Source: an optimization exercise on an open RTL-to-GDS flow (aim: small area and a short achievable clock period). Production flows keep margins and buffers that such runs may drop. RTL that was checked went through simulation tests only; none was proved equivalent to the original. Power and IR drop assume default switching activity.

==> flow/design.v (excerpt) <==
module multiCycleDatapath #(parameter N = 32)(
	input [N-1:0] program_data, addr, init_PC,
	input pmode,
	input clk, reset,
	input SysCallAddr,
	output [1:0] flags,
	output wb_en,
	output [4:0] wb_addr,
	output [N-1:0] wb_data
);
function [3:0] encode;
	input [5:0] op;
	input [5:0] fn;
	begin
		if (op == 6'b000000) begin
			case (fn)
				6'b100000: encode = 4'b1000;
				6'b100010: encode = 4'b1001;
				6'b101010: encode = 4'b1010;
				6'b100100: encode = 4'b1011;
				6'b100110: encode = 4'b1101;
				6'b100111: encode = 4'b1110;
				6'b001000, 6'b001100: encode = 4'b1111;
				default: encode = 4'b1100;
			endcase
		end else begin
			case (op)
				6'b000001, 6'b000010, 6'b000011, 6'b000100, 6'b000101,
				6'b001111: encode = 4'b1111;
				6'b100011: encode = 4'b0111;
				6'b101011: encode = 4'b0001;
				6'b001000: encode = 4'b0000;
				6'b001010: encode = 4'b0010;
				6'b001100: encode = 4'b0011;
				6'b001101: encode = 4'b0110;
				6'b001110: encode = 4'b0101;
				default: encode = 4'b0100;
			endcase
		end
	end
endfunction
wire rst = reset & ~pmode;
reg S0, S1, S2, S3, S4, S5, S6, S7, S8;
reg [N-1:0] PC;
reg [24:0]  IR;             
reg [5:0]   addr_r;         
reg [1:0]   flags_r;
reg         wb_en_r;
reg [4:0]   wb_addr_r;
reg [N-1:0] wb_data_r;
assign flags   = flags_r;
assign wb_en   = wb_en_r;
assign wb_addr = wb_addr_r;
assign wb_data = wb_data_r;
wire [3:0]  cls = IR[24:21];
wire [4:0]  rt  = IR[20:16];
wire [4:0]  rd  = IR[15:11];
wire [15:0] imm = IR[15:0];
wire useY  = cls[3];
wire [2:0] k = cls[2:0];
wire isBR  = (cls == 4'b1111);
wire isMem = ~cls[3] & k[0] & (k[1] == k[2]);    
wire isSW  = (cls == 4'b0001);
  ...
export LEC_CHECK = 0
export CAP_MARGIN = 20
export CORE_MARGIN = 2
export CORE_UTILIZATION = 55
export CTS_BUF_LIST = sky130_fd_sc_hd__clkbuf_16
export CTS_CLUSTER_DIAMETER = 60
export CTS_CLUSTER_SIZE = 30
export SLEW_MARGIN = 20
export SYNTH_MEMORY_MAX_BITS = 8192
create_clock -name core_clock -period 17.5 [get_ports {clk}]
standard.sh (not shown) runs the stock make flow with config.mk's settings and CLKGATE_MAP_FILE= SYNTH_SCRIPT=/design/flow/synth_recipe.tcl, a recipe that flattens the netlist after the stock synthesis.
==> flow/flow/run.sh <==
#!/bin/bash
# Standard ORFS layout, with repair_timing aiming at a setup slack margin so
# that the optimiser works on the real critical paths (the clock period and
# the SDC are the design's, unchanged).
set -euo pipefail
bash standard.sh SETUP_SLACK_MARGIN=13 finish > standard_flow.log 2>&1
Rerun with:
--- a/flow/flow/run.sh
+++ b/flow/flow/run.sh
@@ -6 +6 @@
-bash standard.sh SETUP_SLACK_MARGIN=13 finish > standard_flow.log 2>&1
+bash standard.sh SETUP_SLACK_MARGIN=12.5 finish > standard_flow.log 2>&1
- The new run passed the timing, DRC and antenna checks
- setup slack improves by 83 ps
- core utilization shrinks by 1.1 points
- cell area shrinks by 1.7%
- die area is unchanged
- global-route usage shrinks by 1.2 points
Function was not checked in any run of this note: the RTL went through the layout flow alone.

* * *

run A:
Another version of the RTL of multiCycleDatapath (not shown whole).
Size in the first run: roughly 12000 cells after synthesis, roughly 140 I/O pins.
clock: 17.5 ns
lec_check: 0
cap_margin: 20
core_margin: 2
core_utilization: 60
cts_buf_list: sky130_fd_sc_hd__clkbuf_16
cts_cluster_diameter: 60
cts_cluster_size: 30
slew_margin: 20
synth_memory_max_bits: 8192
==> flow/flow/run.sh <==
#!/bin/bash
set -euo pipefail
bash standard.sh place > standard_place.log 2>&1
bash standard.sh SETUP_SLACK_MARGIN=13.3 finish > standard_finish.log 2>&1
Run A: done, clean on timing, DRC and antenna
Changes in run B relative to run A:
# run A
export LEC_CHECK = 0
export CAP_MARGIN = 20
export CORE_MARGIN = 2
export CORE_UTILIZATION = 60
export CTS_BUF_LIST = sky130_fd_sc_hd__clkbuf_16
export CTS_CLUSTER_DIAMETER = 60
export CTS_CLUSTER_SIZE = 30
export SLEW_MARGIN = 20
export SYNTH_MEMORY_MAX_BITS = 8192
create_clock -name core_clock -period 17.5 [get_ports {clk}]
# run B
export LEC_CHECK = 0
export CAP_MARGIN = 20
export CORE_MARGIN = 2
export CORE_UTILIZATION = 65
export CTS_BUF_LIST = sky130_fd_sc_hd__clkbuf_16
export CTS_CLUSTER_DIAMETER = 60
export CTS_CLUSTER_SIZE = 30
export SLEW_MARGIN = 20
export SYNTH_MEMORY_MAX_BITS = 8192
create_clock -name core_clock -period 17.5 [get_ports {clk}]
==> flow/flow/run.sh <==
#!/bin/bash
set -euo pipefail
bash standard.sh place > standard_place.log 2>&1
bash standard.sh SETUP_SLACK_MARGIN=13 finish > standard_finish.log 2>&1
## What came out
Run B — setup slack 0.0044 ns higher, run A as reference. Run B vs. run A: fraction of final layout cells with drive strength greater than 1 went down by 1.2 points. [compare] base=run A new=run B: clock network fraction of total power decreased 1.0 points; worst max-slew margin expressed relative to the limit fell 8.5 points; hold slack held steady; sequential share of layout area went up 0.79 points; total number of vias up about 0.9%. Wire length: run B and run A compared, higher one is run A.
Here is what was changed in the inputs of run C compared with run B.
# run B
export LEC_CHECK = 0
export CAP_MARGIN = 20
export CORE_MARGIN = 2
export CORE_UTILIZATION = 65
export CTS_BUF_LIST = sky130_fd_sc_hd__clkbuf_16
export CTS_CLUSTER_DIAMETER = 60
export CTS_CLUSTER_SIZE = 30
export SLEW_MARGIN = 20
export SYNTH_MEMORY_MAX_BITS = 8192
create_clock -name core_clock -period 17.5 [get_ports {clk}]
# run C
export LEC_CHECK = 0
export CAP_MARGIN = 20
export CORE_MARGIN = 2
export CORE_UTILIZATION = 60
export CTS_BUF_LIST = sky130_fd_sc_hd__clkbuf_16
export CTS_CLUSTER_DIAMETER = 60
export CTS_CLUSTER_SIZE = 30
export SLEW_MARGIN = 20
export SYNTH_MEMORY_MAX_BITS = 8192
create_clock -name core_clock -period 17.5 [get_ports {clk}]
==> flow/flow/run.sh <==
#!/bin/bash
set -euo pipefail
bash standard.sh place > standard_place.log 2>&1
bash standard.sh SETUP_SLACK_MARGIN=12.7 finish > standard_finish.log 2>&1
==> run summary <==
- Run C -> run B: residual antenna-violating net count after detailed routing delta 0, exact match
- Non-clock buffer instance count of the final layout: run C vs run B down 142
- Any difference in post-route minimum period between run B and run C is small enough to ignore.
- When run C is set beside run B, its sum of routed wire length over all layers turns out to be about 1.9% larger.
- The run showing the smaller fraction of met3 tracks used by global routing is run C.
For run D, these inputs were changed with respect to run C:
==> flow/flow/run.sh <==
#!/bin/bash
set -euo pipefail
bash standard.sh place > standard_place.log 2>&1
bash standard.sh SETUP_SLACK_MARGIN=13 finish > standard_finish.log 2>&1
### Flow results
Both conditions hold for run D: the flow ran to the end and the final layout passed the timing, DRC and antenna checks.
Re worst vdd rail ir drop: run D and run C aren't equal, and the lower value belongs to run C.
Flip-flop and latch share of the layout cell area in run D is 0.54 points lower than in run C
From run C to run D the numbers moved as follows: critical path depth held; number of hold buffers added after cts held; number of setup buffers added after CTS went up 30.
On fraction of power consumed by the clock network, run D and run C are basically level.
Row combinational cell fraction of total power: run D higher / run C lower
Run C reports its critical path endpoint as flags[1] while run D reports wb_data[9].
Looking at clock latency on the worst-skew pair, run D sits 0.02 ns above run C.
Taking run C as the reference point, the non-clock buffer count of run D rises by 77.
Sequential cell area of run D is on par with run C.
Run D: final area 1700 sq um above run C

* * *

multiCycleDatapath, a different RTL version from the one above (not shown whole).
Size: ~12,000 cells after synthesis, about 5,300 flip-flops, about 140 I/O pins.
clock: 17.5 ns
lec_check: 0
cap_margin: 20
core_margin: 2
core_utilization: 60
cts_buf_list: sky130_fd_sc_hd__clkbuf_16
cts_cluster_diameter: 60
cts_cluster_size: 30
slew_margin: 20
synth_memory_max_bits: 8192
==> flow/flow/run.sh <==
#!/bin/bash
set -euo pipefail
bash standard.sh place > standard_place.log 2>&1
bash standard.sh SETUP_SLACK_MARGIN=12.8 TNS_END_PERCENT=10 finish > standard_finish.log 2>&1
Rerun with:
--- a/flow/config.mk
+++ b/flow/config.mk
@@ -9,3 +9,3 @@
 export CORE_MARGIN = 2
-export CORE_UTILIZATION = 60
+export CORE_UTILIZATION = 70
 export CTS_BUF_LIST = sky130_fd_sc_hd__clkbuf_16
=> Power falls by 5.1%. Worst setup slack is worse by 0.032 ns. Critical path depth rises by 4. Global-route usage rises by 5.7 points. Cell count falls by 4.6%. Routed wire length falls by 4.9%. Hold slack is better by 0.012 ns. Synthesized area does not change. Via count rises by 1.6%. Combinational power falls by about 2%. Register-to-register slack is worse by 0.06 ns.
Rerun with:
==> flow/flow/run.sh (replaced) <==
#!/bin/bash
set -euo pipefail
bash standard.sh place > standard_place.log 2>&1
bash standard.sh SETUP_SLACK_MARGIN=13 finish > standard_finish.log 2>&1
--- a/flow/config.mk
+++ b/flow/config.mk
@@ -9,3 +9,3 @@
 export CORE_MARGIN = 2
-export CORE_UTILIZATION = 70
+export CORE_UTILIZATION = 60
 export CTS_BUF_LIST = sky130_fd_sc_hd__clkbuf_16
- routed wire length is higher by 6.7%
- setup slack gets better by 0.049 ns
- worst hold slack gets worse by 0.014 ns
- design area is higher by 3.2%
- sequential cell count does not change
- synthesized area does not change
- non-clock buffer count is higher by 128
- cell count is higher by 5.4%
- register-to-register slack gets better by 0.45 ns
Function was not checked in any run of this note: the RTL went through the layout flow alone.

* * *

multiCycleDatapath, a different RTL version from the one above (not shown whole).
Size: ~5100 flip-flops.
Settings: LEC_CHECK=0, CAP_MARGIN=20, CORE_MARGIN=2, CORE_UTILIZATION=55, CTS_BUF_LIST=sky130_fd_sc_hd__clkbuf_16, CTS_CLUSTER_DIAMETER=60, CTS_CLUSTER_SIZE=30, SLEW_MARGIN=20, SYNTH_MEMORY_MAX_BITS=8192; clock period 17.5 ns.
==> flow/flow/run.sh <==
#!/bin/bash
# Standard ORFS layout, with repair_timing aiming at a setup slack margin so
# that the optimiser works on the real critical paths (the clock period and
# the SDC are the design's, unchanged).
set -euo pipefail
bash standard.sh SETUP_SLACK_MARGIN=12 finish > standard_flow.log 2>&1
The baseline completed without violations.
Then changed:
==> flow/run.sh (new file) <==
#!/bin/bash
# synth_recipe.tcl (not shown) runs the flow's synth.tcl, then flattens the netlist and writes it again
# the make line also repeats each setting of config.mk as NAME=value (left out here)
make -C /OpenROAD-flow-scripts/flow DESIGN_CONFIG=/design/flow/config.mk WORK_HOME=/design/flow/orfs CLKGATE_MAP_FILE= SYNTH_SCRIPT=/design/flow/synth_recipe.tcl finish
--- a/flow/config.mk
+++ b/flow/config.mk
@@ -7,0 +8 @@
+export ABC_CLOCK_PERIOD_IN_PS = 5000
removed: flow/flow/run.sh
removed: flow/standard.sh
The new run completed without violations.
Wire length drops by a few percent.
Sequential share of layout area went up by 2.9 points.
Flip-flop and latch count stays the same.
Clock-buffer cell count falls by 9.
Area after synthesis does not change.
Sequential power stays flat.
Power fell by roughly a tenth.
Setup slack got worse by 3.0 ns.
First-iteration DRC count falls by a few percent.
Via count fell by a few percent.
No functional check of the RTL was part of any run of this note.

* * *

Another version of the RTL of multiCycleDatapath (not shown whole).
Size: ~12000 cells after synthesis.
Design multiCycleDatapath, start of the top module:
module multiCycleDatapath #(parameter N = 32)(
	input [N-1:0] program_data, addr, init_PC,
	input pmode,
	input clk, reset,
	input SysCallAddr,
	output [1:0] flags,
	output wb_en,
	output [4:0] wb_addr,
	output [N-1:0] wb_data
);
function [3:0] encode;
	input [5:0] op;
	input [5:0] fn;
	begin
		if (op == 6'b000000) begin
			case (fn)
				6'b100000: encode = 4'b1000;
				6'b100010: encode = 4'b1001;
				6'b101010: encode = 4'b1010;
				6'b100100: encode = 4'b1011;
				6'b100110: encode = 4'b1101;
				6'b100111: encode = 4'b1110;
				6'b001000, 6'b001100: encode = 4'b1111;
				default: encode = 4'b1100;
			endcase
		end else begin
			case (op)
				6'b000001, 6'b000010, 6'b000011, 6'b000100, 6'b000101,
				6'b001111: encode = 4'b1111;
				6'b100011: encode = 4'b0111;
				6'b101011: encode = 4'b0001;
				6'b001000: encode = 4'b0000;
				6'b001010: encode = 4'b0010;
				6'b001100: encode = 4'b0011;
				6'b001101: encode = 4'b0110;
				6'b001110: encode = 4'b0101;
				default: encode = 4'b0100;
			endcase
		end
	end
endfunction
function [1:0] f0;
	input [N-1:0] p;
	begin
		f0[1] = (&p[31:2]) & ~p[1] & ~p[0];
		f0[0] = ~p[31] & (&p[30:2]);
	end
endfunction
function zsum;
	input [N-1:0] a, b;
	input cin;
	begin
		zsum = &(~(a ^ b ^ {a[N-2:0] | b[N-2:0], cin}));
	end
endfunction
function [7:0] dec3;
	input [2:0] a;
	begin
		dec3 = 8'd1 << a;
	end
endfunction
wire rst = reset & ~pmode;
reg S0, S1, S2, S3, S4, S5, S6, S7, S8;
reg [N-1:0] PC;
reg [29:0]  IR;             
reg [N-1:0] Xr, Yr;         
reg [7:0]   aLo, aHi;       
reg [31:1]  rsSel, rtSel;   
reg [7:0]   pcLo, pcHi;     
reg [1:0]   flags_r;
reg         wb_en_r;
reg [4:0]   wb_addr_r;
reg [N-1:0] wb_data_r;
reg         rfw_en;
reg [4:0]   rfw_addr;
reg [N-1:0] rfw_data;
  ...
==> flow/config.mk <==
export PLATFORM = sky130hd
export DESIGN_NAME = multiCycleDatapath
export DESIGN_NICKNAME = multiCycleDatapath
export VERILOG_FILES = /design/flow/design.v
export SDC_FILE = /design/flow/constraint.sdc
export NUM_CORES = 8
export LEC_CHECK = 0
export CAP_MARGIN = 20
export CORE_MARGIN = 2
export CORE_UTILIZATION = 70
export CTS_BUF_LIST = sky130_fd_sc_hd__clkbuf_16
export CTS_CLUSTER_DIAMETER = 60
export CTS_CLUSTER_SIZE = 30
export SLEW_MARGIN = 20
export SYNTH_MEMORY_MAX_BITS = 8192
==> flow/constraint.sdc <==
create_clock -name core_clock -period 17.5 [get_ports {clk}]
set_input_delay 3.5000 -clock core_clock [delete_from_list [all_inputs] [get_ports {clk}]]
set_output_delay 3.5000 -clock core_clock [all_outputs]
set_load 0.01 [all_outputs]
==> flow/flow/run.sh <==
#!/bin/bash
set -euo pipefail
bash standard.sh place > standard_place.log 2>&1
bash standard.sh SETUP_SLACK_MARGIN=12.8 TNS_END_PERCENT=10 finish > standard_finish.log 2>&1
Edit:
==> flow/flow/run.sh (replaced) <==
#!/bin/bash
set -euo pipefail
bash standard.sh place > standard_place.log 2>&1
bash standard.sh SETUP_SLACK_MARGIN=13 finish > standard_finish.log 2>&1
CORE_UTILIZATION = 60   (was 70)
Result:
- The new run finished with timing, DRC and antenna clean
- global-route usage came out lower by 5.0 points
- final cell count came out higher by 5.0%
- total power came out higher by 5.6%
- first-iteration DRC count came out lower by 7.3%
- utilization came out lower by 9.1 points
- clock-buffer cell count came out higher by 56
- die area came out higher by 17%
- setup slack gains 140 ps
- wire length came out higher by about 6%

==> static timing again, ports no longer ideal <==
No port has a modelled driver above. Below, the same layouts with a new extraction and two added sets of constraints.
Step 1, drivers: a clkbuf_16 drives clk and a buf_2 each remaining input, both assumed.
Step 2 adds t to the input delays and takes it off the output delays; t is the mean of the earliest and latest rising clock arrival at the registers after step 1. Input paths then give back, and output paths get back, about the clock's delay inside the block.
a / b / c = ideal / step 1 / step 2; a / b = the first two.
| run | t, ns | setup WS [ns] | latest minus earliest clock arrival (ns) | worst register clock-pin slew, ns |
|---|---|---|---|---|
| the first run of note 1 | 1.124 | 9.871 / 9.871 / 9.871 | 0.069 / 0.070 | 0.11 / 0.11 |
| the second run of note 1 | 1.113 | 9.954 / 9.954 / 9.954 | 0.118 / 0.117 | 0.11 / 0.11 |
| run A | 1.125 | 12.421 / 12.297 / 11.928 | 0.081 / 0.081 | 0.11 / 0.11 |
| run B | 1.128 | 12.426 / 12.300 / 11.918 | 0.072 / 0.071 | 0.11 / 0.11 |
| run C | 1.119 | 12.425 / 12.300 / 11.624 | 0.085 / 0.084 | 0.11 / 0.11 |
| run D | 1.128 | 12.418 / 12.292 / 11.888 | 0.106 / 0.107 | 0.11 / 0.11 |
| the first run of note 3 | 1.125 | 12.293 / 12.179 / 11.302 | 0.094 / 0.094 | 0.11 / 0.11 |
| the second run of note 3 | 1.077 | 12.262 / 12.173 / 11.278 | 0.090 / 0.090 | 0.11 / 0.11 |
| the third run of note 3 | 1.120 | 12.310 / 12.198 / 11.875 | 0.089 / 0.088 | 0.11 / 0.11 |
| the first run of note 4 | 1.137 | 11.772 / 11.772 / 11.361 | 0.104 / 0.104 | 0.11 / 0.11 |
| the second run of note 4 | 1.103 | 8.814 / 8.814 / 8.814 | 0.075 / 0.075 | 0.11 / 0.11 |
| the first run of note 5 | 1.103 | 12.220 / 12.225 / 11.176 | 0.081 / 0.081 | 0.12 / 0.12 |
| the second run of note 5 | 1.114 | 12.359 / 12.247 / 11.928 | 0.084 / 0.084 | 0.11 / 0.11 |
After both steps setup and hold are still met in every run listed. For the first run of note 5, which loses most, drivers alone change the setup slack by +0.005 ns; drivers and shift together by -1.044 ns.
